Background: an optimization exercise with open tools, aiming at small area, a short achievable clock period and few clock cycles. Do not read the settings as production practice. At most, simulation tests tie the RTL to the original design; equivalence was not proved. No functional check of the RTL was part of runs 1 and 5. The clock port is modelled as an ideal driver; clocking choices that lean on that would not hold on a real chip. No activity file was given, so power comes from the tool's default toggle rates.

File: design.v
module ALU_AddSub(
	output [31:0] p,	 
	output [31:0] nc,	 
	input  [31:0] a_reg,	 
	input  [31:0] b_reg,
	input  [31:0] wb,	 
	input         fa_next,	 
	input         fb_next,
	input         sub_next,	 
	input         clk
);
	wire [31:0] g;
	wire [3:0] subq;
	wire sub = subq[0];
	genvar i, l;
	generate
		for (i = 0; i < 32; i = i + 8) begin : in8
			AddSub_In8 u(.p(p[i+7:i]), .g(g[i+7:i]), .sub(subq[i/8]),
				.a_reg(a_reg[i+7:i]), .b_reg(b_reg[i+7:i]), .wb(wb[i+7:i]),
				.fa_next(fa_next), .fb_next(fb_next), .sub_next(sub_next), .clk(clk));
		end
	endgenerate
	wire [31:0] G [0:5];
	wire [31:0] P [0:5];
	wire g0c;
	g_aoi21 gc0(.a(p[0]), .b(sub), .c(g[0]), .y(g0c));	 
	g_inv   gc1(.a(g0c), .y(G[0][0]));
	assign G[0][31:1] = g[31:1];
	assign P[0] = p;
	generate
		for (l = 1; l <= 5; l = l + 1) begin : lv
			for (i = 0; i < 32; i = i + 1) begin : nd
				if (i < (1 << (l - 1))) begin : done
					g_inv gi(.a(G[l-1][i]), .y(G[l][i]));
					assign P[l][i] = 1'b0;
				end
				else if (l % 2 == 1) begin : inv
					g_aoi21 gg(.a(P[l-1][i]), .b(G[l-1][i-(1<<(l-1))]), .c(G[l-1][i]), .y(G[l][i]));
					if (i >= (1 << l)) begin : pp
						g_nand2 gp(.a(P[l-1][i]), .b(P[l-1][i-(1<<(l-1))]), .y(P[l][i]));
					end
					else begin : np
						assign P[l][i] = 1'b0;
					end
				end
				else begin : pos
					g_oai21 gg(.a(P[l-1][i]), .b(G[l-1][i-(1<<(l-1))]), .c(G[l-1][i]), .y(G[l][i]));
					if (i >= (1 << l)) begin : pp
						g_nor2 gp(.a(P[l-1][i]), .b(P[l-1][i-(1<<(l-1))]), .y(P[l][i]));
					end
					else begin : np
						assign P[l][i] = 1'b0;
					end
				end
			end
		end
	endgenerate
	g_inv gs0(.a(sub), .y(nc[0]));
	assign nc[31:1] = G[5][30:0];
endmodule
module ALU_Shr(
	output [31:0] y,
	input  [31:0] na,
	input  [4:0]  sh
);
	wire [31:0] x [0:5];
	assign x[0] = na;
	wire [4:0] nsh = ~sh;
	genvar i, l;
	generate
		for (l = 0; l < 5; l = l + 1) begin : lv
			for (i = 0; i < 32; i = i + 1) begin : b
				if (i + (1 << l) < 32) begin : m
					g_mux2i gm(.a0(x[l][i]), .a1(x[l][i + (1 << l)]), .s(sh[l]), .y(x[l+1][i]));
				end
				else if (l % 2 == 0) begin : f1
					g_nor2 gf(.a(x[l][i]), .b(sh[l]), .y(x[l+1][i]));
				end
				else begin : f0
					g_nand2 gf(.a(x[l][i]), .b(nsh[l]), .y(x[l+1][i]));
				end
			end
		end
	endgenerate
	assign y = x[5];
endmodule
module ALU_ResBit(
	output y,
	input  as, input nas, input p, input nc,
	input  orr, input orv,
	input  srl, input shf,
	input  l0, input q0,
	input  l1, input q1,
	input  l2, input q2,
	input  l3, input q3
);
	wire ap, anp, c, n0, n1, n2, n3;
	g_and2  ga(.a(as), .b(p), .y(ap));
	g_nor2  gb(.a(nas), .b(p), .y(anp));
	g_inv   gc(.a(nc), .y(c));
	g_aoi22 g0(.a(nc), .b(ap), .c(c), .d(anp), .y(n0));
	g_aoi22 g1(.a(orr), .b(orv), .c(srl), .d(shf), .y(n1));
	g_aoi22 g2(.a(l0), .b(q0), .c(l1), .d(q1), .y(n2));
	g_aoi22 g3(.a(l2), .b(q2), .c(l3), .d(q3), .y(n3));
	g_nand4 g4(.a(n0), .b(n1), .c(n2), .d(n3), .y(y));
endmodule
module AddSub_In8(
	output [7:0] p,
	output [7:0] g,
	output       sub,
	input  [7:0] a_reg,
	input  [7:0] b_reg,
	input  [7:0] wb,
	input        fa_next,
	input        fb_next,
	input        sub_next,
	input        clk
);
	reg fa, fb, s;
	always @(posedge clk) begin
		fa <= fa_next;
		fb <= fb_next;
		s  <= sub_next;
	end
	assign sub = s;
	wire [7:0] na, nbx;
	wire [7:0] bx_reg = b_reg ^ {8{s}};
	wire [7:0] bx_wb = wb ^ {8{s}};
	genvar i;
	generate
		for (i = 0; i < 8; i = i + 1) begin : b
			g_mux2i ma(.a0(a_reg[i]), .a1(wb[i]), .s(fa), .y(na[i]));
			g_mux2i mb(.a0(bx_reg[i]), .a1(bx_wb[i]), .s(fb), .y(nbx[i]));
			g_xor2 gp(.a(na[i]), .b(nbx[i]), .y(p[i]));
			g_nor2 gg(.a(na[i]), .b(nbx[i]), .y(g[i]));
		end
	endgenerate
endmodule
module DM(
	output [7:0]  q0,
	output [7:0]  q1,
	output [7:0]  q2,
	output [7:0]  q3,
	output [3:0]  oh,
	input  [31:0] nwrite_data,	 
	input         base_fwd_next,	 
	input  [6:0]  base_reg,	 
	input  [6:0]  base_wb,	 
	input  [1:0]  nbase_lo,	 
	input  [6:0]  off0,
	input  [6:0]  off1,
	input  [6:0]  off2,
	input  [6:0]  off3,
	input         mem_write,
	input         clk
);
	wire [1:0] o = ~nbase_lo + off3[1:0];
	assign oh = 4'b0001 << o;
	wire [31:0] wd = ~nwrite_data;
	reg [7:0] d0, d1, d2, d3;
	always @(*) begin
		case (o)
			2'd0: {d0, d1, d2, d3} = wd;
			2'd1: {d1, d2, d3, d0} = wd;
			2'd2: {d2, d3, d0, d1} = wd;
			default: {d3, d0, d1, d2} = wd;
		endcase
	end
	DM_Bank b0(.q(q0), .fwd_next(base_fwd_next), .base_reg(base_reg), .base_wb(base_wb), .off(off0), .d(d0), .we(mem_write), .clk(clk));
	DM_Bank b1(.q(q1), .fwd_next(base_fwd_next), .base_reg(base_reg), .base_wb(base_wb), .off(off1), .d(d1), .we(mem_write), .clk(clk));
	DM_Bank b2(.q(q2), .fwd_next(base_fwd_next), .base_reg(base_reg), .base_wb(base_wb), .off(off2), .d(d2), .we(mem_write), .clk(clk));
	DM_Bank b3(.q(q3), .fwd_next(base_fwd_next), .base_reg(base_reg), .base_wb(base_wb), .off(off3), .d(d3), .we(mem_write), .clk(clk));
endmodule
module DM_Bank(
	output [7:0] q,
	input        fwd_next,
	input  [6:0] base_reg,
	input  [6:0] base_wb,
	input  [6:0] off,	 
	input  [7:0] d,
	input        we,
	input        clk
);
	reg fwd;
	always @(posedge clk) fwd <= fwd_next;
	wire [6:0] nbase;
	genvar m;
	generate
		for (m = 0; m < 7; m = m + 1) begin : bm
			g_mux2i g(.a0(base_reg[m]), .a1(base_wb[m]), .s(fwd), .y(nbase[m]));
		end
	endgenerate
	wire [31:0] sel;
	DM_RowSel rowsel(.sel(sel), .nbase(nbase), .off(off));
	reg [7:0] M [0:31];
	integer i;
	always @(posedge clk) begin
		for (i = 0; i < 32; i = i + 1)
			if (we && sel[i]) M[i] <= d;
	end
	genvar j, k;
	generate
		for (j = 0; j < 8; j = j + 1) begin : bits
			wire [31:0] col;
			for (k = 0; k < 32; k = k + 1) begin : rows
				assign col[k] = M[k][j];
			end
			g_ao32 rd(.sel(sel), .d(col), .y(q[j]));
		end
	endgenerate
endmodule
module DM_RowSel(
	output [31:0] sel,
	input  [6:0]  nbase,
	input  [6:0]  off
);
	wire [4:0] nu = nbase[6:2];
	wire [4:0] v  = off[6:2];
	wire [4:0] nv = ~off[6:2];
	wire c = (~nbase[1] & off[1]) | ((~nbase[1] | off[1]) & ~nbase[0] & off[0]);
	wire [4:0] p, t0a, t1a, t0b, t1b;
	genvar j, k;
	generate
		for (j = 0; j < 5; j = j + 1) begin : bits
			g_xnor2 gp(.a(nu[j]), .b(v[j]), .y(p[j]));
			if (j == 0) begin : b0
				g_xor2  g1(.a(p[0]), .b(c), .y(t1a[0]));
				g_xnor2 g0(.a(p[0]), .b(c), .y(t0a[0]));
				assign t1b[0] = t1a[0];
				assign t0b[0] = t0a[0];
			end
			else begin : bn
				wire ca, cb;
				g_nand2 gca(.a(nu[j-1]), .b(nv[j-1]), .y(ca));
				g_nor2  gcb(.a(nu[j-1]), .b(nv[j-1]), .y(cb));
				g_xor2  g1a(.a(p[j]), .b(ca), .y(t1a[j]));
				g_xnor2 g0a(.a(p[j]), .b(ca), .y(t0a[j]));
				g_xor2  g1b(.a(p[j]), .b(cb), .y(t1b[j]));
				g_xnor2 g0b(.a(p[j]), .b(cb), .y(t0b[j]));
			end
		end
		for (k = 0; k < 32; k = k + 1) begin : rows
			wire [4:0] t;
			for (j = 0; j < 5; j = j + 1) begin : tb
				if (j == 0 || ((k >> (j - 1)) & 1) == 0)
					assign t[j] = ((k >> j) & 1) ? t1a[j] : t0a[j];
				else
					assign t[j] = ((k >> j) & 1) ? t1b[j] : t0b[j];
			end
			wire n012, n34;
			g_nand3 ga(.a(t[0]), .b(t[1]), .c(t[2]), .y(n012));
			g_nand2 gb(.a(t[3]), .b(t[4]), .y(n34));
			g_nor2  gc(.a(n012), .b(n34), .y(sel[k]));
		end
	endgenerate
endmodule
module g_aoi22(input a, input b, input c, input d, output y);
	assign y = ~((a & b) | (c & d));
endmodule
module g_aoi222(input a, input b, input c, input d, input e, input f, output y);
	assign y = ~((a & b) | (c & d) | (e & f));
endmodule
module g_aoi21(input a, input b, input c, output y);
	assign y = ~((a & b) | c);
endmodule
module g_oai21(input a, input b, input c, output y);
	assign y = ~((a | b) & c);
endmodule
module g_and2(input a, input b, output y);
	assign y = a & b;
endmodule
module g_nand2(input a, input b, output y);
	assign y = ~(a & b);
endmodule
module g_nand3(input a, input b, input c, output y);
	assign y = ~(a & b & c);
endmodule
module g_nand4(input a, input b, input c, input d, output y);
	assign y = ~(a & b & c & d);
endmodule
module g_nor2(input a, input b, output y);
	assign y = ~(a | b);
endmodule
module g_xor2(input a, input b, output y);
	assign y = a ^ b;
endmodule
module g_xnor2(input a, input b, output y);
	assign y = ~(a ^ b);
endmodule
module g_inv(input a, output y);
	assign y = ~a;
endmodule
module g_mux2i(input a0, input a1, input s, output y);
	assign y = ~(s ? a1 : a0);
endmodule
module g_ao32(input [31:0] sel, input [31:0] d, output y);
	wire [15:0] n1;
	wire [3:0]  n2;
	wire [1:0]  n3;
	genvar i;
	generate
		for (i = 0; i < 16; i = i + 1) begin : l1
			g_aoi22 g(.a(sel[2*i]), .b(d[2*i]), .c(sel[2*i+1]), .d(d[2*i+1]), .y(n1[i]));
		end
		for (i = 0; i < 4; i = i + 1) begin : l2
			g_nand4 g(.a(n1[4*i]), .b(n1[4*i+1]), .c(n1[4*i+2]), .d(n1[4*i+3]), .y(n2[i]));
		end
		for (i = 0; i < 2; i = i + 1) begin : l3
			g_nor2 g(.a(n2[2*i]), .b(n2[2*i+1]), .y(n3[i]));
		end
	endgenerate
	g_nand2 l4(.a(n3[0]), .b(n3[1]), .y(y));
endmodule
module g_ao31(input [31:1] sel, input [31:1] d, input en, input nz, output y);
	wire [10:0] n1;
	wire [2:0]  n2;
	wire [1:0]  n3;
	genvar i;
	generate
		for (i = 0; i < 10; i = i + 1) begin : l1
			g_aoi222 g(.a(sel[3*i+1]), .b(d[3*i+1]), .c(sel[3*i+2]), .d(d[3*i+2]),
				.e(sel[3*i+3]), .f(d[3*i+3]), .y(n1[i]));
		end
	endgenerate
	g_nand2 l1x(.a(sel[31]), .b(d[31]), .y(n1[10]));
	g_nand4 l2a(.a(n1[0]), .b(n1[1]), .c(n1[2]), .d(n1[3]), .y(n2[0]));
	g_nand4 l2b(.a(n1[4]), .b(n1[5]), .c(n1[6]), .d(n1[7]), .y(n2[1]));
	g_nand3 l2c(.a(n1[8]), .b(n1[9]), .c(n1[10]), .y(n2[2]));
	g_aoi22 l3a(.a(n2[0]), .b(en), .c(n2[1]), .d(en), .y(n3[0]));
	g_nand2 l3b(.a(n2[2]), .b(en), .y(n3[1]));
	g_nand3 l4(.a(n3[0]), .b(n3[1]), .c(nz), .y(y));
endmodule
module RF(
	output [31:0] src_data,
	output [31:0] tar_data,	 
	input  [4:0]  src_addr,
	input  [4:0]  tar_addr,
	input  [31:1] src_sel,	 
	input  [31:1] tar_sel,
	input         tar_use,
	input  [31:0] tar_alt,
	input  [4:0]  dst_addr,
	input  [31:0] dst_data,
	input         reg_write,	 
	input         clk
);
	reg [31:0] R [1:31];
	integer i;
	always @(posedge clk) begin
		for (i = 1; i < 32; i = i + 1)
			if (reg_write && dst_addr == i) R[i] <= dst_data;
	end
	wire [31:1] ssel = src_sel;
	wire [31:1] tsel = tar_sel;
	wire byp_s = reg_write && (dst_addr == src_addr);
	wire byp_t = reg_write && (dst_addr == tar_addr);
	wire en_s = !byp_s;
	wire en_t = tar_use && !byp_t;
	wire [31:0] nz_s = ~({32{byp_s}} & dst_data);
	wire [31:0] nz_t = ~(({32{tar_use && byp_t}} & dst_data) | ({32{!tar_use}} & tar_alt));
	genvar j, k;
	generate
		for (j = 0; j < 32; j = j + 1) begin : bits
			wire [31:1] col;
			for (k = 1; k < 32; k = k + 1) begin : regs
				assign col[k] = R[k][j];
			end
			g_ao31 rs(.sel(ssel), .d(col), .en(en_s), .nz(nz_s[j]), .y(src_data[j]));
			g_ao31 rt(.sel(tsel), .d(col), .en(en_t), .nz(nz_t[j]), .y(tar_data[j]));
		end
	endgenerate
endmodule
module FinalCPU(
	output	wire	[31:0]	imem_addr,
	output	wire			wb_valid,
	output	wire	[4:0]	wb_addr,
	output	wire	[31:0]	wb_data,
	input	wire	[31:0]	imem_data,
	input	wire			rst,
	input	wire			clk
);
	reg [29:0] pc;
	always @(posedge clk) begin
		if (rst) pc <= 30'd0;
		else     pc <= pc + 30'd1;
	end
	assign imem_addr = {pc, 2'b00};
	reg [31:0] ir;
	reg        d_valid;
	reg [31:1] rs_sel, rt_sel;
	integer n;
	always @(posedge clk) begin
		ir      <= imem_data;
		d_valid <= !rst;
		for (n = 1; n < 32; n = n + 1) begin
			rs_sel[n] <= (imem_data[25:21] == n);
			rt_sel[n] <= (imem_data[20:16] == n);
		end
	end
	wire [5:0] op    = ir[31:26];
	wire [4:0] rs    = ir[25:21];
	wire [4:0] rt    = ir[20:16];
	wire [4:0] rd    = ir[15:11];
	wire [4:0] shamt = ir[10:6];
	wire [5:0] fn    = ir[5:0];
	wire [15:0] imm  = ir[15:0];
	wire is_r    = (op == 6'h00);
	wire is_addi = (op == 6'h0C);
	wire is_subi = (op == 6'h0D);
	wire is_sw   = (op == 6'h10);
	wire is_lw   = (op == 6'h11);
	wire f_add = is_r && (fn == 6'h0B);
	wire f_sub = is_r && (fn == 6'h0D);
	wire f_or  = is_r && (fn == 6'h25);
	wire f_srl = is_r && (fn == 6'h02);
	wire [4:0] d_dst = is_r ? rd : rt;
	wire d_wen = d_valid && (is_r || is_addi || is_subi || is_lw) && (d_dst != 5'd0);
	wire d_use_rt = is_r || is_sw;
	reg [31:0] e_a, e_b;
	reg [4:0]  e_shamt;
	reg [6:0]  e_off0, e_off1, e_off2, e_off3;
	reg        e_addsub, e_naddsub, e_or, e_srl, e_ld;
	reg        e_wen, e_sw;
	reg [4:0]  e_dst;
	reg        w_wen;
	reg [4:0]  w_dst;
	reg [31:0] w_data;
	wire [31:0] rs_val, rt_val;	 
	RF Register_File(
		.src_data(rs_val),
		.tar_data(rt_val),
		.src_addr(rs),
		.tar_addr(rt),
		.src_sel(rs_sel),
		.tar_sel(rt_sel),
		.tar_use(d_use_rt),
		.tar_alt({{16{imm[15]}}, imm}),
		.dst_addr(w_dst),
		.dst_data(w_data),
		.reg_write(w_wen),
		.clk(clk)
	);
	always @(posedge clk) begin
		e_a     <= rs_val;
		e_b     <= rt_val;
		e_shamt <= shamt;
		e_off0  <= imm[6:0] + 7'd3;
		e_off1  <= imm[6:0] + 7'd2;
		e_off2  <= imm[6:0] + 7'd1;
		e_off3  <= imm[6:0];
		e_addsub <= f_add || f_sub || is_addi || is_subi;
		e_naddsub <= !(f_add || f_sub || is_addi || is_subi);
		e_or    <= f_or;
		e_srl   <= f_srl;
		e_ld    <= is_lw;
		e_dst   <= d_dst;
		if (rst) begin
			e_wen <= 1'b0;
			e_sw  <= 1'b0;
		end
		else begin
			e_wen <= d_wen;
			e_sw  <= d_valid && is_sw;
		end
	end
	wire [31:0] w_fwd;
	wire [31:0] result;
	wire [31:0] na, nb;
	wire d_fa = e_wen && (e_dst == rs);
	wire d_fb = d_use_rt && e_wen && (e_dst == rt);
	genvar i;
	generate
		for (i = 0; i < 32; i = i + 8) begin : fwd
			Fwd_Mux8 ma(.y(na[i+7:i]), .a0(e_a[i+7:i]), .a1(w_fwd[i+7:i]), .s_next(d_fa), .clk(clk));
			Fwd_Mux8 mb(.y(nb[i+7:i]), .a0(e_b[i+7:i]), .a1(w_fwd[i+7:i]), .s_next(d_fb), .clk(clk));
		end
	endgenerate
	wire [31:0] sum_p, sum_nc, srl, orv;
	ALU_AddSub adder(
		.p(sum_p),
		.nc(sum_nc),
		.a_reg(e_a),
		.b_reg(e_b),
		.wb(w_fwd),
		.fa_next(d_fa),
		.fb_next(d_fb),
		.sub_next(f_sub || is_subi),
		.clk(clk)
	);
	ALU_Shr shifter(.y(srl), .na(na), .sh(e_shamt));
	generate
		for (i = 0; i < 32; i = i + 1) begin : orb
			g_nand2 go(.a(na[i]), .b(nb[i]), .y(orv[i]));	 
		end
	endgenerate
	wire [7:0] q [0:3];
	wire [3:0] oh;
	DM Data_Memory(
		.base_fwd_next(d_fa),
		.base_reg(e_a[6:0]),
		.base_wb(w_fwd[6:0]),
		.nbase_lo(na[1:0]),
		.q0(q[0]),
		.q1(q[1]),
		.q2(q[2]),
		.q3(q[3]),
		.oh(oh),
		.nwrite_data(nb),
		.off0(e_off0),
		.off1(e_off1),
		.off2(e_off2),
		.off3(e_off3),
		.mem_write(e_sw),
		.clk(clk)
	);
	wire [3:0] l = {4{e_ld}} & oh;
	generate
		for (i = 0; i < 32; i = i + 1) begin : res
			localparam integer K = 3 - i / 8;
			ALU_ResBit rb(
				.y(result[i]),
				.as(e_addsub), .nas(e_naddsub), .p(sum_p[i]), .nc(sum_nc[i]),
				.orr(e_or), .orv(orv[i]),
				.srl(e_srl), .shf(srl[i]),
				.l0(l[0]), .q0(q[(0 + K) % 4][i % 8]),
				.l1(l[1]), .q1(q[(1 + K) % 4][i % 8]),
				.l2(l[2]), .q2(q[(2 + K) % 4][i % 8]),
				.l3(l[3]), .q3(q[(3 + K) % 4][i % 8])
			);
		end
	endgenerate
	Fwd_Reg Forward_Register(.q(w_fwd), .d(result), .clk(clk));
	always @(posedge clk) begin
		w_data <= result;
		w_dst  <= e_dst;
		if (rst) w_wen <= 1'b0;
		else     w_wen <= e_wen;
	end
	Out_Reg Output_Register(
		.wb_valid(wb_valid),
		.wb_addr(wb_addr),
		.wb_data(wb_data),
		.valid_in(!rst && e_wen),
		.addr_in(e_dst),
		.data_in(result),
		.clk(clk)
	);
endmodule
module Out_Reg(
	output reg        wb_valid,
	output reg [4:0]  wb_addr,
	output reg [31:0] wb_data,
	input             valid_in,
	input      [4:0]  addr_in,
	input      [31:0] data_in,
	input             clk
);
	always @(posedge clk) begin
		wb_valid <= valid_in;
		wb_addr  <= addr_in;
		wb_data  <= data_in;
	end
endmodule
module Fwd_Reg(
	output reg [31:0] q,
	input      [31:0] d,
	input             clk
);
	always @(posedge clk) q <= d;
endmodule
module Fwd_Mux8(
	output [7:0] y,
	input  [7:0] a0,
	input  [7:0] a1,
	input        s_next,
	input        clk
);
	reg s;
	always @(posedge clk) s <= s_next;
	genvar i;
	generate
		for (i = 0; i < 8; i = i + 1) begin : m
			g_mux2i g(.a0(a0[i]), .a1(a1[i]), .s(s), .y(y[i]));
		end
	endgenerate
endmodule
File: flow/run.sh
#!/bin/bash
# Layout flow: the standard flow with three extra steps, run through
# ORFS's step hooks:
#  - before floorplanning (flow/downsize.tcl): each combinational cell goes
#    back to its smallest size; timing repair then upsizes where needed;
#  - before clock-tree synthesis (flow/io_buffers.tcl): the port buffers get a
#    plain buffer cell;
#  - at the end of global routing (flow/post_grt.tcl): a second timing repair
#    of all endpoints within 0.15 ns of the worst.
# Each step's full output goes to a log file here.
set -euo pipefail
W=$(pwd)
bash standard.sh synth > synth.log 2>&1
bash standard.sh floorplan PRE_FLOORPLAN_TCL="$W/flow/downsize.tcl" > floorplan.log 2>&1
bash standard.sh place > place.log 2>&1
bash standard.sh cts PRE_CTS_TCL="$W/flow/io_buffers.tcl" > cts.log 2>&1
bash standard.sh grt POST_GLOBAL_ROUTE_TCL="$W/flow/post_grt.tcl" > grt.log 2>&1
bash standard.sh finish > layout.log 2>&1
test -f out/final.def
File: flow/downsize.tcl
# Swap each combinational cell (not buffers, inverters or flip-flops) for the
# smallest-area cell of the same function and footprint family. Synthesis maps
# the small gate modules of this design one at a time and sizes each for an
# assumed load; the timing repair that follows upsizes where timing needs it.
set swapped 0
set saved 0.0
foreach inst [get_cells *] {
  set lc [get_lib_cells -of_objects $inst]
  set name [get_name $lc]
  if {![regexp {^sky130_fd_sc_hd__([a-z0-9]+)_([0-9]+)$} $name -> base drive]} { continue }
  if {[regexp {^(df|edf|sdf|dl|sdl|buf|inv|clk|conb|tap|fill|decap|dly|probe|lpflow|ebuf|einv|bufinv|bufbuf|macro|diode)} $base]} { continue }
  set best $lc
  set best_area [get_property $lc area]
  foreach cand [get_lib_cells sky130_fd_sc_hd__${base}_*] {
    if {![regexp "^sky130_fd_sc_hd__${base}_\[0-9\]+\$" [get_name $cand]]} { continue }
    if {[get_property $cand dont_use]} { continue }
    set a [get_property $cand area]
    if {$a < $best_area} { set best $cand; set best_area $a }
  }
  if {$best ne $lc} {
    set saved [expr {$saved + [get_property $lc area] - $best_area}]
    replace_cell $inst $best
    incr swapped
  }
}
puts "downsize: swapped $swapped cells, saved [format %.1f $saved] um2"
File: flow/io_buffers.tcl
# Give every port buffer (the cells ORFS inserts between each input or output
# port and the logic) a plain buffer cell, sky130_fd_sc_hd__buf_4, in place of
# the delay cells it sometimes ends up with; the next legalization places
# them.
set n 0
foreach bterm [[ord::get_db_block] getBTerms] {
  if {[$bterm getName] eq "clk"} { continue }
  set net [$bterm getNet]
  if {$net eq "NULL"} { continue }
  set io [$bterm getIoType]
  foreach iterm [$net getITerms] {
    if {($io eq "INPUT" && [$iterm isInputSignal]) || ($io eq "OUTPUT" && [$iterm isOutputSignal])} {
      set inst [$iterm getInst]
      set lc [[$inst getMaster] getName]
      if {[regexp {^sky130_fd_sc_hd__(clkdlybuf|dlygate|buf_1$|buf_2$|clkbuf)} $lc]} {
        replace_cell [get_cells [$inst getName]] sky130_fd_sc_hd__buf_4
        incr n
      }
    }
  }
}
puts "io_buffers: replaced $n port buffers"
File: flow/post_grt.tcl
# After ORFS's own repair at global routing: repair every endpoint whose slack
# is within 0.15 ns of the worst, so that the near-critical paths (which the
# repair of the single worst path leaves as they are) get some margin before
# detailed routing changes the parasitics. Then re-route the changed nets and
# rewrite the route guides, as global_route.tcl does.
estimate_parasitics -global_routing
set wns [worst_slack -max]
set margin [expr {$wns + 0.15}]
puts "post_grt: worst slack $wns, repairing endpoints below [format %.3f $margin]"
repair_timing -setup -setup_margin $margin -repair_tns 100 -match_cell_footprint -verbose
global_route -start_incremental
detailed_placement
global_route -end_incremental -congestion_report_file $::env(REPORTS_DIR)/congestion_post_grt_hook.rpt
estimate_parasitics -global_routing
puts "post_grt: worst slack now [worst_slack -max]"
write_guides $::env(RESULTS_DIR)/route.guide
File: standard.sh
#!/bin/bash
# synth_recipe.tcl (not shown) runs the flow's synth.tcl, then flattens the netlist and writes it again
# the make line also repeats each setting of config.mk as NAME=value (left out here)
make -C /OpenROAD-flow-scripts/flow DESIGN_CONFIG=/design/flow/config.mk WORK_HOME=/design/flow/orfs CLKGATE_MAP_FILE= SYNTH_SCRIPT=/design/flow/synth_recipe.tcl "${@:-finish}"
File: config.mk
export PLATFORM = sky130hd
export DESIGN_NAME = FinalCPU
export DESIGN_NICKNAME = FinalCPU
export VERILOG_FILES = /design/flow/design.v
export SDC_FILE = /design/flow/constraint.sdc
export NUM_CORES = 8
export LEC_CHECK = 0
export CAP_MARGIN = 20
export CORE_MARGIN = 2
export CORE_UTILIZATION = 55
export CTS_CLUSTER_DIAMETER = 80
export CTS_CLUSTER_SIZE = 24
export SETUP_SLACK_MARGIN = 5
export SLEW_MARGIN = 65
export SYNTH_HIERARCHICAL = 1
export SYNTH_MINIMUM_KEEP_SIZE = 0
export TNS_END_PERCENT = 0
File: constraint.sdc
create_clock -name core_clock -period 8.0 [get_ports {clk}]
set_input_delay 1.6000 -clock core_clock [delete_from_list [all_inputs] [get_ports {clk}]]
set_output_delay 1.6000 -clock core_clock [all_outputs]
set_load 0.01 [all_outputs]
==> results of run 1 <==
-- worst max path at each step --
stage / startpoint / end / slack [ns] / cells after the start
finish: adder.in8[8].u.fa / w_data[30] / 4.72 / 10
CTS: fwd[0].ma.s / Data_Memory.b2.M[17][7] / 4.67 / 7
detailed placement: Data_Memory.b2.fwd / w_data[22] / 4.05 / 13
global placement: Data_Memory.b3.fwd / w_data[22] / 3.36 / 11
floorplan: e_shamt[0] / Data_Memory.b3.M[2][0] / 4.66 / 5
-- metal layers --
metal,vias to the layer above,global-route usage,routed length [um]
met3,797,0.1039,47770
met1,33860,0.5154,127400
met2,5145,0.5402,150500
met4,24,0.1916,20870
met5,-,0,170
li1,28100,-,-
-- state kept, by name, indices dropped and copies added, names as in the netlist, 256 cells and up --
register,flops
Register_File.R,992
Data_Memory.b0.M,256
Data_Memory.b3.M,256
Data_Memory.b2.M,256
Data_Memory.b1.M,256
-- through the flow --
step	power (mW)	utilization	cells	cell area, sq um	worst slack (ns)
2_1_floorplan	16.81	-	6466	95900	4.662
3_3_place_gp	19.06	0.5806	8971	100800	3.362
3_5_place_dp	19.43	0.5946	9019	103200	4.048
4_1_cts	27.16	0.6231	9277	108200	4.673
6_report	28.31	0.6438	9358	111800	4.724
-- power by group --
group	switching (mW)	leakage [nW]	internal, mW
Combinational	4.70	12.5	1.84
Clock	4.17	2.02	3.43
Sequential	0.191	21.7	14.0
-- area by class of cell --
type,count,share of cell area
repair buffers,397,0.03707
diodes,5,0.0001119
inverters,94,0.003156
flip-flops and latches,2379,0.6081
well taps,2325,0.02602
clock buffers,172,0.03228
clock inverters,52,0.005216
multi-input cells,3934,0.2881
-- cells in the final DEF, fill, tap and decap left out, types with 43 or more instances in the layout --
| master | n |
|---|---|
| a21oi_1 | 81 |
| a222oi_1 | 640 |
| a22oi_1 | 570 |
| a22oi_2 | 134 |
| and2_1 | 166 |
| buf_4 | 195 |
| buf_6 | 98 |
| clkbuf_16 | 137 |
| dfxtp_1 | 277 |
| dfxtp_2 | 63 |
| edfxtp_1 | 2016 |
| inv_1 | 94 |
| mux2i_1 | 226 |
| mux2i_2 | 45 |
| mux2i_4 | 47 |
| nand2_1 | 386 |
| nand3_1 | 263 |
| nand3_2 | 45 |
| nand4_1 | 302 |
| nor2_1 | 212 |
| nor2_2 | 88 |
| nor2_4 | 138 |
| nor2b_1 | 43 |
| o21ai_1 | 50 |
| xor2_1 | 115 |
-- worst max-delay path, stage by stage (launching register included) --
cell and delay, ns:
dfxtp_2 0.51, mux2i_1 0.41, xor2_2 0.47, nand2_1 0.21, nor2_1 0.23, nand2_1 0.10, o21ai_1 0.32, a21oi_2 0.17
a22oi_1 0.21, clkdlybuf4s18_2 0.31, nand4_1 0.20
==> impl_results.md, run 1 <==
- Min cycle time layout: roughly 3.3 ns
- Row cnt: 153
- Clk sinks: 2,379
- Crit-path max FO: 8
- CTS tree: built
- Reg-to-Reg End: w_data[30]
- Initial Util: 0.5522
- Data arrival, critical path: 3.95 ns
- Area growth, synth to finish: 16.58%
- Mapped Area: between 90,000 and 100,000 sq um
- Multi-input logic area: around 32,000 sq um
- Hold buffer count at cts: 0
- Global-route wire length before repair: 469.1 mm
- WP data required: 8.67 ns
- R2R depth: 10
- DRT antenna net count: 0
- Reg-to-Reg Start: adder.in8[8].u.fa
- Final Slew Violations: 0
- Core area: 173,600 sq um
- CP startpoint kind: flop
- Clk latency of the worst-skew pair: between 0.8 and 0.9 ns
- Worst slew margin: 0.5307
- Hold WC Path Type: reg -> reg
- Max Clock Skew: approximately 0.060 ns
- Pin count of the biggest net entering global routing: 73
- Hold endpoint: e_shamt[1]
- P_leak: 36.24 nW
- Maximum vdd drop: 0.2179 mV
- Post-CTS Repair Setup Buffers: 26
- Worst Hold Depth: 0
- Die height: about 420 um
- FMAX: between 0.3 and 0.4 GHz
- Finish-stage setup viols: 0
- FF+latch area: ~70,000 sq um
- Final Hold Fails: 0
- MaxCap Viol Count: 0
- Routed WL: 346.7 mm
- R2R setup slack: 4.72 ns
- Final sum of negative setup slack: 0 ns
- Vias: 67.92k
- Gr ovfl total: 0
- PwrDens: approximately 250 nW/um^2
- Mean Syn Cell Area: 14.83 sq um
- Mapped Cells: 6,465
- Routed wire per std cell: between 30 and 40 um
- Vias in the first global route: between 60k and 70k
- DRT Pass-1 Iters: 11
- Yosys Warn Count: 18
- Initial antenna violation count: 22
- Nets: 6,979
- Port Buf Inserts: a little over 100
- GRT Total Usage: 0.3723
- CTS buffer count: 131
- Post-CTS resize count: around 130
- Tcrit/Tclk final: 0.4095
- Reg clk slew, reported paths: 0.09 ns
- Critical Path Sink Type: flop
- Hpwl dp: 212.5 mm
- Worst-Margin Slew: 0.6902 ns
- Die area: around 180,000 sq um
- Remaining DRCs: 0
- Routability cong.: 1.039
- Die width: 421.5 um
- Setup CP Type: reg -> reg
- Hold slack: 0.3334 ns
- DR iter-0 viols: 13.62k
- Via density: 7.258
- Hold Crit Start: ir[7]
- Share of cells above drive strength 1: 0.1992
- Num ports: roughly 100
- Fill cells: 12.75k
- Status: no timing/DRC/antenna violations
==> inputs of run 2 (changes only) <==
--- a/design.v
+++ b/design.v
@@ -1,4 +1,3 @@
 module ALU_AddSub(
-	output [31:0] p,	 
-	output [31:0] nc,	 
+	output [31:0] sum,
 	input  [31:0] a_reg,	 
@@ -11,3 +10,3 @@
 );
-	wire [31:0] g;
+	wire [31:0] p, g;
 	wire [3:0] subq;
@@ -57,4 +56,8 @@
 	endgenerate
-	g_inv gs0(.a(sub), .y(nc[0]));
-	assign nc[31:1] = G[5][30:0];
+	g_xor2 gs0(.a(p[0]), .b(sub), .y(sum[0]));
+	generate
+		for (i = 1; i < 32; i = i + 1) begin : s
+			g_xnor2 gs(.a(p[i]), .b(G[5][i-1]), .y(sum[i]));
+		end
+	endgenerate
 endmodule
@@ -88,3 +91,3 @@
 	output y,
-	input  as, input nas, input p, input nc,
+	input  as, input sum,
 	input  orr, input orv,
@@ -96,10 +99,7 @@
 );
-	wire ap, anp, c, n0, n1, n2, n3;
-	g_and2  ga(.a(as), .b(p), .y(ap));
-	g_nor2  gb(.a(nas), .b(p), .y(anp));
-	g_inv   gc(.a(nc), .y(c));
-	g_aoi22 g0(.a(nc), .b(ap), .c(c), .d(anp), .y(n0));
-	g_aoi22 g1(.a(orr), .b(orv), .c(srl), .d(shf), .y(n1));
-	g_aoi22 g2(.a(l0), .b(q0), .c(l1), .d(q1), .y(n2));
-	g_aoi22 g3(.a(l2), .b(q2), .c(l3), .d(q3), .y(n3));
+	wire n0, n1, n2, n3;
+	g_aoi22 g0(.a(as), .b(sum), .c(orr), .d(orv), .y(n0));
+	g_aoi22 g1(.a(srl), .b(shf), .c(l0), .d(q0), .y(n1));
+	g_aoi22 g2(.a(l1), .b(q1), .c(l2), .d(q2), .y(n2));
+	g_nand2 g3(.a(l3), .b(q3), .y(n3));
 	g_nand4 g4(.a(n0), .b(n1), .c(n2), .d(n3), .y(y));
@@ -268,5 +268,2 @@
 endmodule
-module g_and2(input a, input b, output y);
-	assign y = a & b;
-endmodule
 module g_nand2(input a, input b, output y);
@@ -337,4 +334,6 @@
 	input  [4:0]  tar_addr,
-	input  [31:1] src_sel,	 
-	input  [31:1] tar_sel,
+	input  [3:0]  src_lo,	 
+	input  [7:0]  src_hi,
+	input  [3:0]  tar_lo,
+	input  [7:0]  tar_hi,
 	input         tar_use,
@@ -352,4 +351,5 @@
 	end
-	wire [31:1] ssel = src_sel;
-	wire [31:1] tsel = tar_sel;
+	wire [31:1] ssel, tsel;
+	RF_Dec dec_s(.lo(src_lo), .hi(src_hi), .sel(ssel));
+	RF_Dec dec_t(.lo(tar_lo), .hi(tar_hi), .sel(tsel));
 	wire byp_s = reg_write && (dst_addr == src_addr);
@@ -372,2 +372,10 @@
 endmodule
+module RF_Dec(input [3:0] lo, input [7:0] hi, output [31:1] sel);
+	genvar k;
+	generate
+		for (k = 1; k < 32; k = k + 1) begin : d
+			assign sel[k] = lo[k % 4] & hi[k / 4];
+		end
+	endgenerate
+endmodule
 module FinalCPU(
@@ -389,4 +397,4 @@
 	reg        d_valid;
-	reg [31:1] rs_sel, rt_sel;
-	integer n;
+	reg [3:0]  rs_lo, rt_lo;
+	reg [7:0]  rs_hi, rt_hi;
 	always @(posedge clk) begin
@@ -394,6 +402,6 @@
 		d_valid <= !rst;
-		for (n = 1; n < 32; n = n + 1) begin
-			rs_sel[n] <= (imem_data[25:21] == n);
-			rt_sel[n] <= (imem_data[20:16] == n);
-		end
+		rs_lo   <= 4'b0001 << imem_data[22:21];
+		rs_hi   <= 8'b00000001 << imem_data[25:23];
+		rt_lo   <= 4'b0001 << imem_data[17:16];
+		rt_hi   <= 8'b00000001 << imem_data[20:18];
 	end
@@ -421,3 +429,3 @@
 	reg [6:0]  e_off0, e_off1, e_off2, e_off3;
-	reg        e_addsub, e_naddsub, e_or, e_srl, e_ld;
+	reg        e_addsub, e_or, e_srl, e_ld;
 	reg        e_wen, e_sw;
@@ -433,4 +441,6 @@
 		.tar_addr(rt),
-		.src_sel(rs_sel),
-		.tar_sel(rt_sel),
+		.src_lo(rs_lo),
+		.src_hi(rs_hi),
+		.tar_lo(rt_lo),
+		.tar_hi(rt_hi),
 		.tar_use(d_use_rt),
@@ -451,3 +461,2 @@
 		e_addsub <= f_add || f_sub || is_addi || is_subi;
-		e_naddsub <= !(f_add || f_sub || is_addi || is_subi);
 		e_or    <= f_or;
@@ -477,6 +486,5 @@
 	endgenerate
-	wire [31:0] sum_p, sum_nc, srl, orv;
+	wire [31:0] sum, srl, orv;
 	ALU_AddSub adder(
-		.p(sum_p),
-		.nc(sum_nc),
+		.sum(sum),
 		.a_reg(e_a),
@@ -521,3 +529,3 @@
 				.y(result[i]),
-				.as(e_addsub), .nas(e_naddsub), .p(sum_p[i]), .nc(sum_nc[i]),
+				.as(e_addsub), .sum(sum[i]),
 				.orr(e_or), .orv(orv[i]),
==> flow/run.sh (replaced) <==
#!/bin/bash
# Layout flow: the standard flow with two extra steps, run through ORFS's
# step hooks:
#  - before floorplanning (flow/downsize.tcl): each combinational cell goes
#    back to its smallest size; timing repair then upsizes where needed;
#  - before clock-tree synthesis (flow/io_buffers.tcl): the port buffers get a
#    plain buffer cell.
# Each step's full output goes to a log file here.
set -euo pipefail
W=$(pwd)
bash standard.sh synth > synth.log 2>&1
bash standard.sh floorplan PRE_FLOORPLAN_TCL="$W/flow/downsize.tcl" > floorplan.log 2>&1
bash standard.sh place > place.log 2>&1
bash standard.sh cts PRE_CTS_TCL="$W/flow/io_buffers.tcl" > cts.log 2>&1
bash standard.sh finish > layout.log 2>&1
test -f out/final.def
--- a/config.mk
+++ b/config.mk
@@ -13,3 +13,3 @@
 export SETUP_SLACK_MARGIN = 5
-export SLEW_MARGIN = 65
+export SLEW_MARGIN = 20
 export SYNTH_HIERARCHICAL = 1
removed: flow/post_grt.tcl
==> run 2 against run 1 <==
Worst hold slack improved by 0.033 ns. Count of clock-buffer cells in the layout increased by 10. Worst setup slack got worse by 0.23 ns. Register-to-register slack got worse by 0.23 ns. Routed wire length decreased by 5.8%. Clock skew decreased by 0.017 ns. Area after synthesis decreased by 1.1%. Via count decreased by 4.1%. Critical path type unchanged. Critical endpoint is now e_b[30].
==> impl_results.md, run 2 <==
- Num ports: around 100
- Maximum vdd drop: 0.2253 mV
- DR iter-0 viols: ~12k
- Commonest non-fill, non-tap cell in the layout: edfxtp_1
- Tcrit/Tclk final: 0.4386
- Status: no timing/DRC/antenna violations
- CTS buffer count: approximately 120
- Port Buf Inserts: between 100 and 150
- Hold slack: 0.3667 ns
- Most frequent cells in the layout: edfxtp_1, a222oi_1, a22oi_1
- Finish-stage setup viols: 0
- Initial Util: 0.5531
- Via density: 7.139
- Pin count of the biggest net entering global routing: 70
- Reg clk slew, reported paths: between 0.1 and 0.15 ns
- MaxCap Viol Count: 0
- Placed cell count: 8,852
- Crit-path max FO: 17
- CTS tree: built
- Final Slew Violations: 0
- Clk sinks: ~2.3k
- DRT antenna net count: 0
- Final sum of negative setup slack: 0 ns
- Hold buffer count at cts: 0
- Hpwl dp: 204.8 mm
- P_leak: 34.12 nW
- RSZ-0062 raised after global routing: true
- Biggest register: Register_File.R
- Number of flip-flops in the largest register: slightly below 1k
- Die width: 419.3 um
- GRT Total Usage: 0.3637
- Die area: 175,800 sq um
- Mean Syn Cell Area: between 10 and 15 sq um
- Vias in the first global route: 61.68k
- Mapped Area: 94,870 sq um
- Share of cells above drive strength 1: 0.1447
- Routed wire per std cell: approximately 36 um
- Setup CP Type: reg -> reg
- Area growth, synth to finish: 12.20%
- Worst slew margin: 0.2289
- Hold WC Path Type: reg -> reg
- Global-route wire length before repair: around 450 mm
- Core area: 171,500 sq um
- Cell area after layout: between 100,000 and 150,000 sq um
- Max Clock Skew: 0.04269 ns
- Initial antenna violation count: 11
- Hold Crit Start: ir[10]
- Gr ovfl total: 0
- Min cycle time layout: between 3 and 4 ns
- Nets: 6,744
- Mapped Cells: 6,348
- Vias: 65.16k
- Die height: about 420 um
- Final cell count without fillers: 9,127
- Final Util: 0.6205
- WP data required: 8.63 ns
- Yosys Warn Count: 18
- PwrDens: 250.7 nW/um^2
- CP startpoint kind: flop
- Setup ws final: 4.491 ns
- Setup crit start: rt_lo[1]
- Data arrival, critical path: between 4 and 5 ns
- Final Hold Fails: 0
- Post-placement setup slack: 3.403 ns
- Remaining DRCs: 0
- Area after DPL: 99,840 sq um
- Worst-Margin Slew: between 1 and 1.5 ns
- Final Total Pwr: 26.69 mW
- Reg-to-Reg Start: rt_lo[1]
- Routability cong.: 1.027
- Critical Path Sink Type: flop
- Routed WL: roughly 330 mm
- DRT Pass-1 Iters: 11
- FMAX: 0.2850 GHz
- Clk latency of the worst-skew pair: a little over 0.8 ns
- Row cnt: 152
==> run 2: changes by cell type in the layout (fill, tap and decap cells not counted), sizes merged, moves of 32 or more <==
cell	change
and2	+32
nor2	-76
a22oi	-32
buf	-76
xnor2	+39
dfxtp	-39
==> run 2: final timing paths <==
kind                                    to  slack [ns]  cells after the start
worst max register to register     e_b[30]        4.49                      6
worst min register to register  e_shamt[4]        0.37                      0
worst max-delay path               e_b[30]        4.49                      6
worst min-delay path            e_shamt[4]        0.37                      0
==> run 2: cell type report <==
type | count | area [sq um]
Clock inverter | 41 | 551.8
Clock buffer | 182 | 3363
Sequential cell | 2340 | 67090
Antenna cell | 12 | 30.03
Timing Repair Buffer | 296 | 2401
Multi-Input combinational cell | 3880 | 29880
Fill cell | 12990 | 65100
Inverter | 66 | 247.7
Tap cell | 2310 | 2890
==> run 2: power by group <==
group	leakage, nW	switching, mW	internal, mW
clock	1.90	3.95	3.24
sequential	21.3	0.174	13.8
combinational	10.9	4.08	1.44
==> run 2: worst max-delay path, stage by stage, from the launching register on <==
cell	delay, ns
dfxtp_1	0.56
and2_1	0.58
buf_4	0.40
a222oi_1	0.41
nand4_1	0.28
a22oi_1	0.87
nand3_1	0.21
==> run 2: metal layers <==
layer	routed length (um)	vias to the layer above	global-route usage
met3	41730	590	0.09648
li1	-	27420	-
met2	141900	4316	0.5315
met1	125500	32820	0.5108
met5	22	-	0
met4	17250	4	0.1671
==> run 2: what timing repair did <==
item | in CTS | in global routing
endpoints found under the setup margin | 2251 | 2245
cloned | 3 | 2
pin swaps | 37 | 30
resized for setup | 446 | 102
setup buffers | 22 | 13
Testbench counts of run 2, summed over its fixed seeds: cycles 4,616.
==> inputs of run 3 (changes only) <==
--- a/config.mk
+++ b/config.mk
@@ -13,3 +13,3 @@
 export SETUP_SLACK_MARGIN = 5
-export SLEW_MARGIN = 20
+export SLEW_MARGIN = 65
 export SYNTH_HIERARCHICAL = 1
==> run 3 against run 2 <==
Maximum frequency rose by 6.8%. Critical path depth rose by 9. Count of clock-buffer cells in the layout rose by 2. Global-route usage rose by 0.32 points. Clock power rose by 2%. Non-clock buffer count rose by 50. First-iteration DRC count rose by 5.0%. Core utilization rose by 1.1 points. Flip-flop and latch count did not move.
==> impl_results.md, run 3 <==
- Mapped Cells: 6,348
- CTS tree: built
- Via density: 7.181
- Cell area after layout: 108,300 sq um
- CP startpoint kind: flop
- FMAX: 0.3044 GHz
- Global-route wire length before repair: between 400 and 500 mm
- DR iter-0 viols: approximately 13k
- Routing usage on met1: 0.5194
- Min cycle time layout: 3.285 ns
- Row cnt: 152
- Routability cong.: 1.027
- Worst slew margin: 0.6273
- Hold buffer count at cts: 0
- Num ports: 104
- Most used cell, CP: buf_4
- Hold Crit Start: ir[7]
- WP data required: 8.66 ns
- Vias: 65.94k
- GR met2 Demand/Resource: 0.5303
- Hold WC Path Type: reg -> reg
- Mean Syn Cell Area: about 15 sq um
- Die width: 419.3 um
- CP max stage delay: roughly 0.44 ns
- Port Buf Inserts: 101
- Commonest non-fill, non-tap cell in the layout: edfxtp_1
- PwrDens: 250.1 nW/um^2
- RSZ-0062 raised after global routing: true
- Reg clk slew, reported paths: 0.10 ns
- MaxCap Viol Count: 0
- Data arrival, critical path: 3.94 ns
- Placed cell count: a little under 9k
- Die area: 175,800 sq um
- Hpwl dp: 206.6 mm
- Clk sinks: 2,340
- Initial Util: 0.5531
- Area after DPL: between 100,000 and 150,000 sq um
- Clk latency of the worst-skew pair: 0.82 ns
- CTS buffer count: 120
- Final Total Pwr: 27.09 mW
- Worst path cell trace: buf_4 > mux2i_4 > buf_12 > xnor2_4 > buf_4 > xnor2_1 > buf_4 > nand3_1 > nor2_4 > a22oi_2 > nand4_1 > nor2_4 > nand2_4 > a22oi_2 > nand4_1
- Most frequent cells in the layout: edfxtp_1, a222oi_1, a22oi_1
- Max Clock Skew: 0.03930 ns
- Vias in the first global route: between 60k and 70k
- Mapped Area: around 95,000 sq um
- WP buf/inv: 4
- Number of flip-flops in the largest register: 992
- DRT Pass-1 Iters: 13
- Critical Path Sink Type: flop
- Status: no timing/DRC/antenna violations
- Final cell count without fillers: just over 9k
- Yosys Warn Count: 18
- Nets: 6,797
- Gr ovfl total: 0
- Pin count of the biggest net entering global routing: 70
- Die height: 419.3 um
- Remaining DRCs: 0
- Worst-Margin Slew: about 0.54 ns
- Initial antenna violation count: 12
- Finish-stage setup viols: 0
- Routed wire per std cell: 35.80 um
- DRT antenna net count: 0
- CP top delay family: simple AND/OR/NAND/NOR gates
- Routed WL: roughly 330 mm
- Final Slew Violations: 0
- Final Hold Fails: 0
- Reg-to-Reg Start: Data_Memory.b1.fwd
- Worst path slowest cell: dfxtp_4
- GRT Total Usage: 0.3669
- Core area: 171,500 sq um
- Setup crit start: Data_Memory.b1.fwd
- Met3 usage: 0.09497
- Tcrit/Tclk final: 0.4107
- Maximum vdd drop: 0.2190 mV
- Setup CP Type: reg -> reg
- P_leak: ~35 nW
- GRT busiest layer: met2
- Share of cells above drive strength 1: 0.1717
- Area growth, synth to finish: 14.16%
- Biggest register: Register_File.R
- Crit-path max FO: 9
- Final sum of negative setup slack: 0 ns
[run 3: changes by cell type in the layout (fill, tap and decap cells not counted), moves of 20 or more]
cell and delta:
buf_6 +88, and2_0 -127, buf_2 +20, mux2i_1 -32, a22oi_1 -46, buf_4 -88
and2_1 +120, mux2i_2 +21, a22oi_2 +46, dfxtp_2 +25, dfxtp_1 -29
[run 3: where the power goes]
part / internal, mW / switching, mW / leakage (nW)
sequential: 13.8 / 0.173 / 21.4
clock: 3.36 / 3.99 / 1.97
combinational: 1.57 / 4.20 / 11.5
[run 3: layout make-up]
type                            count  area [sq um]
Antenna cell                       12         30.03
Clock buffer                      184          3507
Clock inverter                     44         583.1
Fill cell                       12720         63230
Inverter                           66         247.7
Multi-Input combinational cell   3881         30600
Sequential cell                  2340         67130
Tap cell                         2310          2890
Timing Repair Buffer              346          3321
[run 3: routing by layer]
layer,share of wire,vias up
li1,-,27510
met1,0.39,33200
met2,0.43,4569
met3,0.13,648
met4,0.053,6
met5,0.00011,-
[run 3: repair_timing]
item                        CTS  global route
setup endpoints to repair  1777          1559
gates cloned                  4             1
buffers inserted             25             6
resized for setup           234            95
pin swaps                    44            55
[run 3: stage by stage]
stage / hold slack (ns) / worst slack (ns) / utilization
final: 0.3644 / 4.715 / 0.6314
after global routing: 0.3732 / 4.694 / 0.6312
after CTS: 0.3657 / 4.821 / 0.6250
after detailed placement: 0.3500 / 4.011 / 0.5950
after global placement: 0.3420 / 3.505 / 0.5820
after floorplan: 0.3235 / 4.662 / -
[run 3: worst register-to-register path, delay by kind of cell (launching register included)]
kind | cells | cell delay (ns)
flops | 1 | 0.44
simple gates | 6 | 1.07
xor+xnor | 2 | 0.20
mux | 1 | 0.25
buf+inv | 4 | 0.66
compound gates | 2 | 0.50
[run 3: final timing paths]
path,endpoint,slack (ns),cells after the start
setup / recovery,w_data[27],4.71,15
hold / removal,e_shamt[1],0.36,0
setup reg to reg,w_data[27],4.71,15
hold reg to reg,e_shamt[1],0.36,0
==> inputs of run 4 (changes only) <==
==> flow/run.sh (replaced) <==
#!/bin/bash
# Layout flow: the standard flow with three extra steps, run through
# ORFS's step hooks:
#  - before floorplanning (flow/downsize.tcl): each combinational cell goes
#    back to its smallest size; timing repair then upsizes where needed;
#  - before clock-tree synthesis (flow/io_buffers.tcl): the port buffers get a
#    plain buffer cell (the timing repair after clock-tree synthesis is
#    skipped);
#  - at the end of global routing (flow/post_grt.tcl): a second timing repair
#    of all endpoints within 0.15 ns of the worst.
# Each step's full output goes to a log file here.
set -euo pipefail
W=$(pwd)
bash standard.sh synth > synth.log 2>&1
bash standard.sh floorplan PRE_FLOORPLAN_TCL="$W/flow/downsize.tcl" > floorplan.log 2>&1
bash standard.sh place > place.log 2>&1
bash standard.sh cts PRE_CTS_TCL="$W/flow/io_buffers.tcl" SKIP_CTS_REPAIR_TIMING=1 > cts.log 2>&1
bash standard.sh grt POST_GLOBAL_ROUTE_TCL="$W/flow/post_grt.tcl" > grt.log 2>&1
bash standard.sh finish SKIP_CTS_REPAIR_TIMING=1 > layout.log 2>&1
test -f out/final.def
==> flow/post_grt.tcl (new file) <==
# After ORFS's own repair at global routing: repair every endpoint whose slack
# is within 0.15 ns of the worst, so that the near-critical paths (which the
# repair of the single worst path leaves as they are) get some margin before
# detailed routing changes the parasitics. Then re-route the changed nets and
# rewrite the route guides, as global_route.tcl does.
estimate_parasitics -global_routing
set wns [worst_slack -max]
set margin [expr {$wns + 0.15}]
puts "post_grt: worst slack $wns, repairing endpoints below [format %.3f $margin]"
repair_timing -setup -setup_margin $margin -repair_tns 100 -match_cell_footprint -verbose
global_route -start_incremental
detailed_placement
global_route -end_incremental -congestion_report_file $::env(REPORTS_DIR)/congestion_post_grt_hook.rpt
estimate_parasitics -global_routing
puts "post_grt: worst slack now [worst_slack -max]"
write_guides $::env(RESULTS_DIR)/route.guide
==> run 4 against run 3 <==
Via count decreased by 0.39%. Global-route usage down 0.41 points. Register-to-register slack better by 0.06 ns. Critical path depth fell by 3. Die area did not move. Clock skew rose by 0.0037 ns. First-iteration DRC count is 2.2% lower. Total power up 0.63%. Largest power group unchanged.
==> impl_results.md, run 4 <==
- Status: no timing/DRC/antenna violations
- Biggest register: Register_File.R
- Max Clock Skew: 0.04302 ns
- Die area: about 180,000 sq um
- Vias in the first global route: 61.67k
- DRT Pass-1 Iters: 13
- Power Internal: between 15 and 20 mW
- Core area: 171,500 sq um
- Row cnt: 152
- Area growth, synth to finish: 15.04%
- Tcrit/Tclk final: 0.4031
- Maximum vdd drop: 0.2189 mV
- Die height: 419.3 um
- CP max stage delay: 0.52 ns
- Min cycle time layout: 3.225 ns
- Via density: between 7 and 8
- DRT antenna net count: 0
- NetSw: 8.446 mW
- Data arrival, critical path: between 3 and 4 ns
- DR iter-0 viols: roughly 13k
- Commonest non-fill, non-tap cell in the layout: edfxtp_1
- Hold WC Path Type: reg -> reg
- Vias: approximately 66k
- Final sum of negative setup slack: 0 ns
- Area after DPL: about 100,000 sq um
- Sw Ratio: 0.3099
- PwrDens: 249.7 nW/um^2
- Mapped Area: 94,870 sq um
- Initial antenna violation count: 9
- Reg clk slew, reported paths: about 0.10 ns
- Finish-stage setup viols: 0
- Number of flip-flops in the largest register: 992
- Sequential share of power: 0.513
- Port Buf Inserts: 101
- Remaining DRCs: 0
- Num ports: between 100 and 150
- Routability cong.: 1.027
- Hpwl dp: 206.6 mm
- Fill cells: about 13k
- CP startpoint kind: flop
- MaxCap Viol Count: 0
- CTS tree: built
- Yosys Warn Count: 18
- Clock Power Share: 0.270
- Clk sinks: 2,340
- Share of cells above drive strength 1: 0.1819
- Mapped Cells: approximately 6.3k
- Critical Path Sink Type: flop
- WP data required: 8.66 ns
- FMAX: 0.3101 GHz
- Initial Util: 0.5531
- Worst path slowest cell: dfxtp_2
- Worst path cell trace: mux2i_1 > xnor2_2 > buf_2 > xnor2_2 > nand2_1 > nor2_4 > a22oi_1 > nand4_1 > nor2_4 > nand2_4 > a22oi_2 > nand4_1
- Gr ovfl total: 0
- Pin count of the biggest net entering global routing: 70
- P_leak: approximately 35 nW
- Hold slack: 0.3677 ns
- CP top delay family: simple AND/OR/NAND/NOR gates
- GRT Total Usage: 0.3628
- Routed WL: around 330 mm
- Worst slew margin: 0.5963
- Global-route wire length before repair: roughly 450 mm
- Setup CP Type: reg -> reg
- Routed wire per std cell: 35.68 um
- Worst-Margin Slew: 0.6056 ns
- Comb power frac: 0.218
- Final Slew Violations: 0
- WP buf/inv: 1
- Nets: 6,808
- Cell area after layout: between 100,000 and 150,000 sq um
- Crit-path max FO: 9
- Die width: 419.3 um
- Final Hold Fails: 0
- Clk latency of the worst-skew pair: 0.83 ns
- Most frequent cells in the layout: edfxtp_1, a222oi_1, a22oi_1
- Mean Syn Cell Area: 14.95 sq um
- CTS buffer count: 120
[run 4: final cells by class]
class | instances | area, sq um | share of cell area
Antenna cell | 5 | 12.51 | 0.0001146
Clock buffer | 184 | 3507 | 0.03213
Clock inverter | 44 | 583.1 | 0.005342
Inverter | 66 | 247.7 | 0.002270
Multi-Input combinational cell | 3879 | 31200 | 0.2859
Sequential cell | 2340 | 67140 | 0.6152
Tap cell | 2310 | 2890 | 0.02648
Timing Repair Buffer | 359 | 3558 | 0.03260
[run 4: metal layers]
layer | vias to the layer above | wire, um | track usage
met4 | 0 | 17010 | 0.1679
li1 | 27520 | - | -
met1 | 32940 | 125000 | 0.5118
met2 | 4521 | 142500 | 0.5263
met3 | 693 | 43180 | 0.09758
met5 | - | 0 | 0
[run 4: worst paths after layout]
| path | startpoint | to | slack (ns) | cells past startpoint |
|---|---|---|---|---|
| worst min register to register | ir[7] | e_shamt[1] | 0.37 | 0 |
| worst min-delay path | ir[7] | e_shamt[1] | 0.37 | 0 |
| worst max register to register | e_a[6] | w_data[26] | 4.78 | 12 |
| worst max-delay path | e_a[6] | w_data[26] | 4.78 | 12 |
[run 4: metrics by stage]
| step | cells | utilization | power (mW) | worst slack, ns |
|---|---|---|---|---|
| floorplan | 6349 | - | 16.66 | 4.662 |
| detailed placement | 8886 | 0.5950 | 19.21 | 4.011 |
| global placement | 8852 | 0.5820 | 18.84 | 3.505 |
| CTS | 9114 | 0.6174 | 26.31 | 3.981 |
| finish | 9187 | 0.6362 | 27.26 | 4.775 |
[run 4: power by group through the flow]
stage	clock network [mW]	logic [mW]	registers (mW)
floorplan	0	2.47	14.2
global placement	0	4.60	14.2
detailed placement	0	4.97	14.2
CTS	7.38	4.97	14.0
finish	7.35	5.94	14.0
==> inputs of run 5 (changes only) <==
--- a/design.v
+++ b/design.v
@@ -194,3 +194,4 @@
 	DM_RowSel rowsel(.sel(sel), .nbase(nbase), .off(off));
-	reg [7:0] M [0:31];
+	reg  [7:0] M  [0:31];
+	wire [7:0] Md [0:31];
 	integer i;
@@ -198,4 +199,15 @@
 		for (i = 0; i < 32; i = i + 1)
-			if (we && sel[i]) M[i] <= d;
+			M[i] <= Md[i];
 	end
+	genvar r, b;
+	generate
+		for (r = 0; r < 32; r = r + 1) begin : wr
+			wire wen, nwen;
+			g_and2  ge(.a(we), .b(sel[r]), .y(wen));
+			g_nand2 gn(.a(we), .b(sel[r]), .y(nwen));
+			for (b = 0; b < 8; b = b + 1) begin : bb
+				g_ao22 m(.a(wen), .b(d[b]), .c(nwen), .d(M[r][b]), .y(Md[r][b]));
+			end
+		end
+	endgenerate
 	genvar j, k;
@@ -262,2 +274,5 @@
 endmodule
+module g_ao22(input a, input b, input c, input d, output y);
+	assign y = (a & b) | (c & d);
+endmodule
 module g_aoi21(input a, input b, input c, output y);
@@ -268,2 +283,5 @@
 endmodule
+module g_and2(input a, input b, output y);
+	assign y = a & b;
+endmodule
 module g_nand2(input a, input b, output y);
@@ -345,3 +363,5 @@
 );
-	reg [31:0] R [1:31];
+	reg  [31:0] R  [1:31];
+	wire [31:0] Rd [1:31];
+	wire [31:1] we, nwe;
 	integer i;
@@ -349,3 +369,3 @@
 		for (i = 1; i < 32; i = i + 1)
-			if (reg_write && dst_addr == i) R[i] <= dst_data;
+			R[i] <= Rd[i];
 	end
@@ -362,2 +382,9 @@
 	generate
+		for (k = 1; k < 32; k = k + 1) begin : wr
+			assign we[k] = reg_write && (dst_addr == k);
+			assign nwe[k] = !we[k];
+			for (j = 0; j < 32; j = j + 1) begin : b
+				g_ao22 m(.a(we[k]), .b(dst_data[j]), .c(nwe[k]), .d(R[k][j]), .y(Rd[k][j]));
+			end
+		end
 		for (j = 0; j < 32; j = j + 1) begin : bits
--- a/flow/run.sh
+++ b/flow/run.sh
@@ -6,4 +6,3 @@
 #  - before clock-tree synthesis (flow/io_buffers.tcl): the port buffers get a
-#    plain buffer cell (the timing repair after clock-tree synthesis is
-#    skipped);
+#    plain buffer cell;
 #  - at the end of global routing (flow/post_grt.tcl): a second timing repair
@@ -16,5 +15,5 @@
 bash standard.sh place > place.log 2>&1
-bash standard.sh cts PRE_CTS_TCL="$W/flow/io_buffers.tcl" SKIP_CTS_REPAIR_TIMING=1 > cts.log 2>&1
+bash standard.sh cts PRE_CTS_TCL="$W/flow/io_buffers.tcl" > cts.log 2>&1
 bash standard.sh grt POST_GLOBAL_ROUTE_TCL="$W/flow/post_grt.tcl" > grt.log 2>&1
-bash standard.sh finish SKIP_CTS_REPAIR_TIMING=1 > layout.log 2>&1
+bash standard.sh finish > layout.log 2>&1
 test -f out/final.def
==> run 5 against run 4 <==
Still clean. First-iteration DRC count up 30%. Worst hold slack better by 0.051 ns. Maximum frequency down 0.79%. Non-clock buffer count up 75. Area after synthesis down 2.0%. Critical path depth down 1. Die area down 2.0%. Count of clock-buffer cells in the layout down 33. Via count up 34%. Clock power up 8.2%. Sequential share of layout area down 18 points. Critical path type unchanged. Largest cell class is now multi-input gates. Highest routed layer is now met5.
==> impl_results.md, run 5 <==
- Initial antenna violation count: 29
- Post-CTS resize count: 275
- Global-route wire length before repair: approximately 570 mm
- R2R depth: 11
- Die height: 415.2 um
- Port Buf Inserts: 101
- Share of cells above drive strength 1: 0.1638
- Worst-Margin Slew: 0.5860 ns
- Number of flip-flops in the largest register: 992
- Remaining DRCs: 0
- Most used cell, CP: a21oi_1
- Routed wire per std cell: about 35 um
- Hold buffer count at cts: 0
- Setup ws final: around 4.7 ns
- Data arrival, critical path: 3.94 ns
- FMAX: 0.3076 GHz
- Hold Crit Start: e_dst[1]
- Power Internal: 15.76 mW
- DRT Pass-1 Iters: 14
- Worst path slowest cell: dfxtp_1
- Yosys Warn Count: 20
- GRT Total Usage: 0.4392
- Placed cell count: 11.03k
- Final cell count without fillers: 11.34k
- Final Slew Violations: 0
- Tcrit/Tclk final: 0.4063
- Maximum vdd drop: 0.2519 mV
- Mapped Area: 92,980 sq um
- CTS buffer count: 132
- Post-placement setup slack: 4.202 ns
- Sequential share of power: 0.558
- Setup CP Type: reg -> reg
- Reg-to-Reg Start: Forward_Register.q[22]
- Core area: 167,600 sq um
- CP startpoint kind: flop
- Pin count of the biggest net entering global routing: 70
- Biggest register: Register_File.R
- Status: no timing/DRC/antenna violations
- WP data required: 8.69 ns
- NetSw: between 5 and 6 mW
- Clk latency of the worst-skew pair: 0.85 ns
- DRT antenna net count: 0
- Hold WC Path Type: reg -> reg
- Nets: 9,087
- Fill cells: 13.21k
- Reg clk slew, reported paths: ~0.09 ns
- Gr ovfl total: 0
- Vias: approximately 90k
- Die area: about 170,000 sq um
- Final sum of negative setup slack: 0 ns
- DR iter-0 viols: approximately 16k
- Vias in the first global route: 82.04k
- Mapped Cells: roughly 8.5k
- Reg-to-Reg End: Output_Register.wb_data[31]
- Final Hold Fails: 0
- Max Clock Skew: between 0.03 and 0.04 ns
- Min cycle time layout: 3.251 ns
- Row cnt: 150
- Most frequent cells in the layout: dfxtp_1, a22o_1, a222oi_1
- P_leak: 39.65 nW
- Area growth, synth to finish: 17.50%
- Setup crit start: Forward_Register.q[22]
- Mean Syn Cell Area: 10.90 sq um
- Critical Path Sink Type: flop
- Num ports: 104
- Crit-path max FO: 4
- R2R setup slack: 4.75 ns
- Via density: a little under 8
- Routed WL: 401.7 mm
- PwrDens: 194.0 nW/um^2
- Worst path cell trace: xor2_1 > mux2i_1 > xor2_2 > a21oi_1 > o21ai_1 > a21oi_1 > o21ai_1 > a21oi_1 > xnor2_1 > a22oi_1 > nand4_1
- Commonest non-fill, non-tap cell in the layout: dfxtp_1
- Clk sinks: 2,340
- Routability cong.: 1.118
- Comb power frac: 0.067
- Finish-stage setup viols: 0
- Worst Hold Depth: 0
- Worst slew margin: 0.6093
- Initial Util: 0.5548
- Die width: 415.2 um
- MaxCap Viol Count: 0
- CTS tree: built
- CP max stage delay: 0.60 ns
- Hpwl dp: 250.1 mm
- Clock Power Share: 0.375
- Post-CTS Repair Setup Buffers: 20
- Hold endpoint: w_dst[1]
- Sw Ratio: 0.2567
## run 5: cell count changes in the layout (fill, tap and decap cells not counted), sizes merged, moves of 18 or more
cell / previous run / this run
a22o: 0 / 2016
dfxtp: 324 / 2340
edfxtp: 2016 / 0
nand2: 456 / 612
buf: 345 / 405
clkbuf: 196 / 169
inv: 80 / 98
## run 5: worst max-delay path: cells and delay by family, from the launching register on
family,cells,cell delay [ns]
AO/OA/AOI/OAI,6,1.54
flip-flops,1,0.60
XOR/XNOR,3,0.47
multiplexers,1,0.31
AND/OR/NAND/NOR,1,0.17
## run 5: worst max path at each step
| stage | to | depth (start not counted) |
|---|---|---|
| CTS | wb_data[24] | 1 |
| finish | Output_Register.wb_data[31] | 11 |
| detailed placement | Output_Register.wb_data[8] | 13 |
| global placement | Forward_Register.q[8] | 11 |
| floorplan | e_b[0] | 7 |
## run 5: power groups by stage
| stage | Combinational (mW) | Sequential (mW) | Clock [mW] |
|---|---|---|---|
| 6_report | 1.42 | 11.8 | 7.95 |
| 4_1_cts | 1.24 | 11.8 | 7.91 |
| 3_5_place_dp | 1.19 | 12.1 | 0 |
| 3_3_place_gp | 1.05 | 12.1 | 0 |
| 2_1_floorplan | 0.597 | 12.1 | 0 |
## run 5: per-stage QoR
stage          power (mW)  instance area, sq um  utilization  hold slack, ns
2_1_floorplan       12.66                 93000            -          0.3235
4_1_cts             20.97                106600       0.6362          0.4223
3_5_place_dp        13.29                101100       0.6034          0.4060
6_report            21.20                109300       0.6519          0.4186
3_3_place_gp        13.15                 97980       0.5846          0.4103
## run 5: area by class of cell
class                           count  area (sq um)  area share
Clock inverter                     65         858.3    0.007856
Timing Repair Buffer              434          4350     0.03982
Sequential cell                  2340         47040      0.4306
Clock buffer                      151          3572     0.03270
Tap cell                         2204          2758     0.02524
Antenna cell                       10         25.02   0.0002290
Inverter                           71         266.5    0.002439
Multi-Input combinational cell   6066         50380      0.4612
## run 5: metal layers
metal / vias up / GRT usage / share of wire
li1: 36390 / - / -
met1: 42820 / 0.5699 / 0.37
met2: 6909 / 0.6174 / 0.40
met3: 1639 / 0.1638 / 0.15
met4: 28 / 0.2674 / 0.073
met5: - / 0.001111 / 0.0010

## port drivers added, routing unchanged
Ports are ideal in the flow. The routed layouts listed here were re-timed in OpenROAD. Step 1: set_driving_cell puts a clkbuf_16 on clk and a buf_2 on each other input, an assumption about the parent block. Step 2 also shifts input and output timing later by t, the mid clock arrival at the registers, as if the neighbouring blocks saw the same clock. a / b / c = no drivers / after step 1 / after step 2; a / b = the first two.
run | shift t [ns] | slack for setup (ns) | worst slew at a driven data input, ns
run 1 | 0.923 | 4.724 / 4.660 / 4.724 | 0.15
run 2 | 0.908 | 4.491 / 4.491 / 4.491 | 0.12
run 3 | 0.898 | 4.715 / 4.715 / 4.715 | 0.12
run 4 | 0.903 | 4.775 / 4.750 / 4.749 | 0.12
run 5 | 0.933 | 4.749 / 4.748 / 4.749 | 0.11
After both steps every run listed still meets setup and hold. The setup slack of run 4, which loses most, moves by -0.025 ns with the drivers and by -0.026 ns with both steps.
